Source: an optimization exercise on an open RTL-to-GDS flow (aim: small area and a short achievable clock period). Production flows keep margins and buffers that such runs may drop. Where RTL was checked, it was by simulation tests only, not by an equivalence proof against the original.

==> v22: inputs <==
==> flow/design.v <==
module ALU( clk, rst, sw, c, d, led, dp );
  input [15:0] sw;
  input clk;
  input rst;
  output reg dp;
  output reg [0:6] c;
  output reg [3:0] d;
  output [15:0] led;
  reg led15, led14, led13;
  assign led = {led15, led14, led13, 13'b0};
  reg [15:0] s;       
  reg [15:0] p;       
  reg [3:0]  m;       
  reg [4:0]  k;       
  wire first = (m == 4'd10);
  function [16:0] addc(input [15:0] a, input [15:0] b, input ci);
    integer i;
    reg cy;
    begin
      cy = ci;
      for (i = 0; i < 16; i = i + 1) begin
        addc[i] = a[i] ^ b[i] ^ cy;
        cy = (a[i] & b[i]) | (cy & (a[i] ^ b[i]));
      end
      addc[16] = cy;
    end
  endfunction
  function [11:0] cneg12(input [11:0] a, input ng);
    integer i;
    reg cy;
    begin
      cy = ng;
      for (i = 0; i < 12; i = i + 1) begin
        cneg12[i] = (a[i] ^ ng) ^ cy;
        cy = cy & (a[i] ^ ng);
      end
    end
  endfunction
  function [15:0] cneg16(input [15:0] a, input ng);
    integer i;
    reg cy;
    begin
      cy = ng;
      for (i = 0; i < 16; i = i + 1) begin
        cneg16[i] = (a[i] ^ ng) ^ cy;
        cy = cy & (a[i] ^ ng);
      end
    end
  endfunction
  function ovf(input [15:0] x);
    begin
      if (x[15])
        ovf = (x[14:0] <= 15'd22768);
      else
        ovf = (x[14:0] >= 15'd10000);
    end
  endfunction
  wire [5:0] sa = s[15:10];
  wire [5:0] sb = s[9:4];
  wire [2:0] scmd = s[3:1];
  wire       sfp  = s[0];
  wire       fpmd = sfp & (scmd[2:1] == 2'b01);
  wire [5:0] ua = cneg12({6'b0, sa}, sa[5]);    
  wire [5:0] ub = cneg12({6'b0, sb}, sb[5]);
  wire sa32 = (sa == 6'b100000);
  wire sb32 = (sb == 6'b100000);
  wire qneg = fpmd ? (sa32 ^ sb32) : (sa[5] ^ sb[5]);
  reg [10:0] mag_mul;
  always @* begin : mulblk
    reg [10:0] acc;
    integer i;
    acc = 0;
    for (i = 0; i < 5; i = i + 1)
      if (ub[i]) acc = addc({5'b0, acc}, {11'b0, ua[4:0]} << i, 1'b0);
    if (ua[5]) acc = {ub[4:0], 5'b0} | {ub[5], 10'b0};
    else if (ub[5]) acc = {ua[4:0], 5'b0};
    mag_mul = acc;
  end
  reg [5:0] uq;
  reg [5:0] ur;
  always @* begin : divblk
    reg [6:0] r;
    reg [16:0 ] t;
    integer j;
    r = 0;
    for (j = 5; j >= 0; j = j - 1) begin
      r = {r[5:0], ua[j]};
      t = addc({9'b0, r}, {9'h1ff, ~{1'b0, ub}}, 1'b1);    
      uq[j] = t[16];
      if (t[16]) r = t[6:0];
    end
    ur = r[5:0];
  end
  wire [11:0] mag = (scmd == 3'd2) ? {1'b0, mag_mul} :
                    (scmd == 3'd3) ? {6'b0, uq} :
                    (sb == 6'd0)   ? 12'd0 : {6'b0, ur};
  wire        mneg = (scmd == 3'd4) ? sa[5] : qneg;
  wire [11:0] mres = cneg12(mag, mneg);
  wire [16:0] as_full = addc({{10{sa[5]}}, sa}, {{10{sb[5]}}, sb} ^ {16{scmd[0]}}, scmd[0]);
  wire [6:0]  asr = as_full[6:0];
  reg [5:0] shr;
  always @* begin : shrblk
    integer i;
    for (i = 0; i < 6; i = i + 1)
      shr[i] = ({26'b0, sb} + i <= 5) ? sa[i + sb] : sa[5];
  end
  wire [15:0] sxa = {{10{sa[5]}}, sa};
  wire [15:0] shl = sxa << sb;
  reg [15:0] fct;
  always @* begin
    case (sa[2:0])
      3'd0, 3'd1: fct = sfp ? 16'd12    : 16'd1;
      3'd2: fct = sfp ? 16'd25    : 16'd2;
      3'd3: fct = sfp ? 16'd75    : 16'd6;
      3'd4: fct = sfp ? 16'd300   : 16'd24;
      3'd5: fct = sfp ? 16'd1500  : 16'd120;
      3'd6: fct = sfp ? 16'd9000  : 16'd720;
      default: fct = sfp ? 16'd63000 : 16'd5040;
    endcase
  end
  reg [15:0] arith;
  always @* begin
    case (scmd)
      3'd0, 3'd1: arith = {{9{asr[6]}}, asr};
      3'd2, 3'd3, 3'd4: arith = {{4{mres[11]}}, mres};
      3'd5: arith = {{10{shr[5]}}, shr};
      3'd6: arith = shl;
      default: arith = (sa[5:3] == 3'b000) ? fct : 16'd0;
    endcase
  end
  wire [15:0] out = (first | led15 | led14) ? 16'd0 : arith;
  wire [5:0] A = sw[15:10];
  wire [5:0] B = sw[9:4];
  wire [2:0] cmd = sw[3:1];
  wire fp = sw[0];
  wire ov_out  = ovf(out);
  wire ov_outl = ovf({out[12:0], 3'b000});
  wire bz = (B == 6'd0);
  wire sgn = A[5] ^ B[5];
  reg ov, neg;
  always @* begin
    ov  = ov_out;
    neg = out[15];
    case (cmd)
      3'd7: begin ov = ~A[5] & (A[4] | A[3]); neg = 1'b0; end
      3'd5, 3'd6: if (bz) begin ov = 1'b0; neg = A[5]; end
      3'd2: if (fp) begin ov = 1'b0; neg = sgn; end
      3'd3: if (fp) begin ov = ov_outl; neg = sgn | out[12]; end
      default: ;
    endcase
  end
  reg [15:0] res;
  always @* begin
    res = p;
    case (scmd)
      3'd7: res = sa[5] ? 16'd0 : (sa[4:3] != 2'b00) ? 16'd10000 :
                  (sa[2:0] == 3'd0 || sa[2:0] == 3'd1) ? 16'd1 :
                  (sa[2:0] == 3'd2) ? 16'd2 : (sa[2:0] == 3'd3) ? 16'd6 :
                  (sa[2:0] == 3'd4) ? 16'd24 : (sa[2:0] == 3'd5) ? 16'd120 :
                  (sa[2:0] == 3'd6) ? 16'd720 : 16'd5040;
      3'd5, 3'd6: if (sb == 6'd0) res = {{10{sa[5]}}, sa};
      3'd2: if (sfp) res = {3'b000, p[15:3]};
      3'd3: if (sfp) res = {p[12:0], 3'b000};
      default: ;
    endcase
  end
  wire [15:0] ab = cneg16(res, res[15]);
  reg [4:0] fq;    
  always @* begin
    case (ab[2:0])
      3'd0: fq = 5'd0;     
      3'd1: fq = 5'd3;     
      3'd2: fq = 5'd6;     
      3'd3: fq = 5'd9;     
      3'd4: fq = 5'd12;    
      3'd5: fq = 5'd13;    
      3'd6: fq = 5'd18;    
      default: fq = 5'd21;  
    endcase
  end
  reg [1:0] f01;   
  always @* begin
    case (ab[2:0])
      3'd2, 3'd3: f01 = 2'd1;
      3'd4: f01 = 2'd2;
      3'd6, 3'd7: f01 = 2'd3;
      default: f01 = 2'd0;
    endcase
  end
  wire [15:0] y = {3'b000, ab[15:3]};
  wire [16:0] t1 = addc(y, {y[11:0], 4'b0}, 1'b0);
  wire [16:0] t2 = addc(t1[15:0], {y[12:0], 3'b0}, 1'b0);
  wire [16:0] t3 = addc(t2[15:0], {11'b0, fq}, 1'b0);
  wire [15:0] num = sfp ? {t3[13:0], f01} : ab;
  function [4:0] dcell(input [3:0] r, input b);
    begin
      dcell[4] = r[3] | (r[2] & (r[1] | r[0]));
      dcell[3] = (r[2] & ~r[1] & ~r[0]) | (r[3] & r[0]);
      dcell[2] = (r[1] & (~r[2] | r[0])) | (r[3] & ~r[0]);
      dcell[1] = (~r[3] & ~r[2] & r[0]) | (r[2] & r[1] & ~r[0]) | (r[3] & ~r[0]);
      dcell[0] = b;
    end
  endfunction
  reg [3:0] r0, r1, r2, r3;
  always @* begin : bcdblk
    reg [12:0] q1;
    reg [9:0] q2;
    reg [6:0] q3;
    reg [4:0] o;
    integer i;
    r0 = {1'b0, num[15:13]};
    for (i = 12; i >= 0; i = i - 1) begin o = dcell(r0, num[i]); q1[i] = o[4]; r0 = o[3:0]; end
    r1 = {1'b0, q1[12:10]};
    for (i = 9; i >= 0; i = i - 1) begin o = dcell(r1, q1[i]); q2[i] = o[4]; r1 = o[3:0]; end
    r2 = {1'b0, q2[9:7]};
    for (i = 6; i >= 0; i = i - 1) begin o = dcell(r2, q2[i]); q3[i] = o[4]; r2 = o[3:0]; end
    r3 = {1'b0, q3[6:4]};
    for (i = 3; i >= 0; i = i - 1) begin o = dcell(r3, q3[i]); r3 = o[3:0]; end
  end
  reg [1:0] sel;
  always @* begin
    case (k)
      5'd0, 5'd5, 5'd6, 5'd12, 5'd18, 5'd19, 5'd25, 5'd31: sel = 2'd3;
      5'd4, 5'd10, 5'd11, 5'd17, 5'd23, 5'd24, 5'd29, 5'd30: sel = 2'd2;
      5'd2, 5'd3, 5'd9, 5'd15, 5'd16, 5'd21, 5'd22, 5'd28: sel = 2'd1;
      default: sel = 2'd0;
    endcase
    if (first) sel = 2'd0;
  end
  wire [3:0] dig = first ? 4'd0 :
                   (sel == 2'd0) ? r0 : (sel == 2'd1) ? r1 : (sel == 2'd2) ? r2 : r3;
  function [0:6] seg( input [3:0] x );
    case( x )
      4'd0: seg = 7'b0000001;
      4'd1: seg = 7'b1001111;
      4'd2: seg = 7'b0010010;
      4'd3: seg = 7'b0000110;
      4'd4: seg = 7'b1001100;
      4'd5: seg = 7'b0100100;
      4'd6: seg = 7'b0100000;
      4'd7: seg = 7'b0001111;
      4'd8: seg = 7'b0000000;
      4'd9: seg = 7'b0000100;
      default: seg = 7'b0000001;
    endcase
  endfunction
  wire refresh = (m == 4'd0) | first;
  always @(posedge clk) begin
    s <= sw;
    p <= out;
    if (rst) begin
      led15 <= 0;
      led14 <= 0;
      led13 <= 0;
      m <= 4'd10;
      k <= 5'd0;
      c <= 0;
      d <= 4'b1111;
      dp <= 1;
    end else begin
      led15 <= ov;
      led14 <= (cmd == 3'd3) & bz;
      led13 <= neg;
      m <= (m == 4'd9) ? 4'd0 : (first ? 4'd1 : m + 4'd1);
      if (m == 4'd9) k <= k + 5'd1;
      if (refresh) begin
        c <= seg(dig);
        d <= ~(4'b0001 << sel);
        dp <= ~((sel == 2'd2) & fp);
      end
    end
  end
endmodule
==> flow/run.sh <==
#!/bin/bash
# synth_recipe.tcl (not shown) runs the flow's synth.tcl, then flattens the netlist and writes it again
# the make line also repeats each setting of config.mk as NAME=value (left out here)
make -C /OpenROAD-flow-scripts/flow DESIGN_CONFIG=/design/flow/config.mk WORK_HOME=/design/flow/orfs CLKGATE_MAP_FILE= SYNTH_SCRIPT=/design/flow/synth_recipe.tcl finish
==> flow/config.mk <==
export PLATFORM = sky130hd
export DESIGN_NAME = ALU
export DESIGN_NICKNAME = ALU
export VERILOG_FILES = /design/flow/design.v
export SDC_FILE = /design/flow/constraint.sdc
export NUM_CORES = 4
export LEC_CHECK = 0
export ABC_AREA = 1
export CAP_MARGIN = 20
export CORE_MARGIN = 2
export CORE_UTILIZATION = 40
export SLEW_MARGIN = 20
==> flow/constraint.sdc <==
create_clock -name core_clock -period 180.0 [get_ports {clk}]
set_input_delay 36.0000 -clock core_clock [delete_from_list [all_inputs] [get_ports {clk}]]
set_output_delay 36.0000 -clock core_clock [all_outputs]
set_load 0.01 [all_outputs]
==> v9: changes against v22 <==
--- a/flow/design.v
+++ b/flow/design.v
@@ -5,9 +5,9 @@
   output reg dp;
   output reg [0:6] c;
   output reg [3:0] d;
-  output [15:0] led;
-  reg led15, led14, led13;
-  assign led = {led15, led14, led13, 13'b0};
+  output reg [15:0] led;    
+  wire led15 = led[15];
+  wire led14 = led[14];
   reg [15:0] s;       
   reg [15:0] p;       
   reg [3:0]  m;       
@@ -249,18 +249,14 @@
     s <= sw;
     p <= out;
     if (rst) begin
-      led15 <= 0;
-      led14 <= 0;
-      led13 <= 0;
+      led <= 16'd0;
       m <= 4'd10;
       k <= 5'd0;
       c <= 0;
       d <= 4'b1111;
       dp <= 1;
     end else begin
-      led15 <= ov;
-      led14 <= (cmd == 3'd3) & bz;
-      led13 <= neg;
+      led <= {ov, (cmd == 3'd3) & bz, neg, 13'b0};
       m <= (m == 4'd9) ? 4'd0 : (first ? 4'd1 : m + 4'd1);
       if (m == 4'd9) k <= k + 5'd1;
       if (refresh) begin
==> flow/flow/run.sh (new file) <==
#!/bin/bash
# Own layout flow: the standard synthesis, then the combinational logic
# re-mapped with a stronger ABC script (registers and their names kept),
# then the standard layout from the re-mapped netlist.
set -euo pipefail
W=$(pwd)
R=$W/orfs/results/$FLOW_PLATFORM/ALU/base
YOSYS=$(command -v yosys || echo "$FLOW_HOME/../tools/install/yosys/bin/yosys")
bash standard.sh synth > "$W/std_synth.log" 2>&1
cp "$R/1_2_yosys.v" "$W/std_1_2_yosys.v"
export REMAP_LIB=$FLOW_HOME/platforms/$FLOW_PLATFORM/lib/sky130_fd_sc_hd__tt_025C_1v80.lib
export REMAP_IN=$W/std_1_2_yosys.v
export REMAP_OUT=$W/remap_1_2_yosys.v
export REMAP_SCRIPT=$W/flow/abc.script
export REMAP_TOP=$FLOW_TOP
export REMAP_DONT_USE="$(sed -n '/DONT_USE_CELLS += /,/^#/p' "$FLOW_HOME/platforms/$FLOW_PLATFORM/config.mk" | grep -o 'sky130_fd_sc_hd__[a-z0-9_]*' | tr '\n' ' ')"
"$YOSYS" -c "$W/flow/remap.tcl" > "$W/remap.log" 2>&1
cp "$REMAP_OUT" "$R/1_2_yosys.v"
rm -f "$R/1_synth.odb" "$R/1_synth.sdc"
bash standard.sh > "$W/layout.log" 2>&1
==> flow/flow/abc.script (new file) <==
strash
balance
rewrite
refactor
balance
rewrite
rewrite -z
balance
refactor -z
rewrite -z
balance
dch -f
amap
==> flow/flow/remap.tcl (new file) <==
# Re-map the combinational logic of the standard synthesis netlist with a
# stronger ABC script. Registers (and their instance names) are kept as is.
set lib $::env(REMAP_LIB)
set in  $::env(REMAP_IN)
set out $::env(REMAP_OUT)
set scr $::env(REMAP_SCRIPT)
set dont_use {}
foreach c $::env(REMAP_DONT_USE) { lappend dont_use -dont_use $c }
yosys read_liberty -ignore_miss_func $lib
yosys read_verilog $in
yosys hierarchy -top $::env(REMAP_TOP)
# keep sequential and tie cells as they are
set fh [open $in r]
set text [read $fh]
close $fh
set keep {}
foreach name [lsort -unique [regexp -all -inline {sky130_fd_sc_hd__[a-z0-9_]+} $text]] {
  if {[regexp {__(e?s?df|dl)} $name]} { lappend keep $name }
}
foreach m $keep { yosys blackbox $m }
yosys stat -liberty $lib
yosys flatten
yosys rename -hide {w:*.*}
yosys opt_clean -purge
yosys techmap
yosys opt -fast
yosys abc -liberty $lib {*}$dont_use -script $scr
yosys opt_clean -purge
yosys read_liberty -lib -ignore_redef $lib
yosys hilomap -hicell sky130_fd_sc_hd__conb_1 HI -locell sky130_fd_sc_hd__conb_1 LO
yosys splitnets
yosys opt_clean -purge
yosys insbuf -buf sky130_fd_sc_hd__buf_4 A X
yosys opt_clean -purge
yosys opt_clean -purge
yosys stat -liberty $lib
yosys check -assert
yosys write_verilog -noattr -noexpr -nohex -nodec $out
==> flow/standard.sh (new file) <==
#!/bin/bash
# synth_recipe.tcl (not shown) runs the flow's synth.tcl, then flattens the netlist and writes it again
# the make line also repeats each setting of config.mk as NAME=value (left out here)
make -C /OpenROAD-flow-scripts/flow DESIGN_CONFIG=/design/flow/config.mk WORK_HOME=/design/flow/orfs CLKGATE_MAP_FILE= SYNTH_SCRIPT=/design/flow/synth_recipe.tcl "${@:-finish}"
removed: flow/run.sh
==> notes <==
- Hold slack: v22 is higher than v9 (0.0025 ns).
- Of v9 and v22, v9 has the higher maximum frequency (gap 0.62%, measured against v22).
- Of v22 and v9, v9 has the higher non-clock buffer count (gap 1).
- In v22 the synthesized cell count is higher than in v9, by about 18%.
- Between v22 and v9, the lower setup slack is in v22 (gap 0.23 ns).
- Between v9 and v22, the lower sequential share of layout area is in v22 (gap 3.0 points).
- Of v9 and v22, v9 has the higher clock skew (gap 0.0031 ns).
Function not checked in v9: the RTL went through the layout flow alone.

## afterwards: timing with drivers on the ports
Ports are ideal in the flow. The routed layouts listed here were re-timed in OpenROAD. Step 1 assumes that a clkbuf_16 drives the clock port and a buf_2 every other input. Step 2 moves the port delays by t, midway between the first and last clock arrival at a register: inputs arrive t later, outputs are due t later. That takes back most of the time a late clock gives input paths. Slacks: no drivers / after step 1 / after step 2; pairs: no drivers / after step 1.
run | t, ns | setup WS [ns] | slew at the worst register clock pin (ns) | worst data-port slew with drivers (ns)
v22 | 0.364 | 142.014 / 142.029 / 141.665 | 0.06 / 0.06 | 0.03
v9 | 0.355 | 142.249 / 142.260 / 141.905 | 0.05 / 0.05 | 0.03
After both steps every run listed still meets setup and hold. For v22, which loses most, drivers alone change the setup slack by +0.015 ns; drivers and shift together by -0.349 ns.
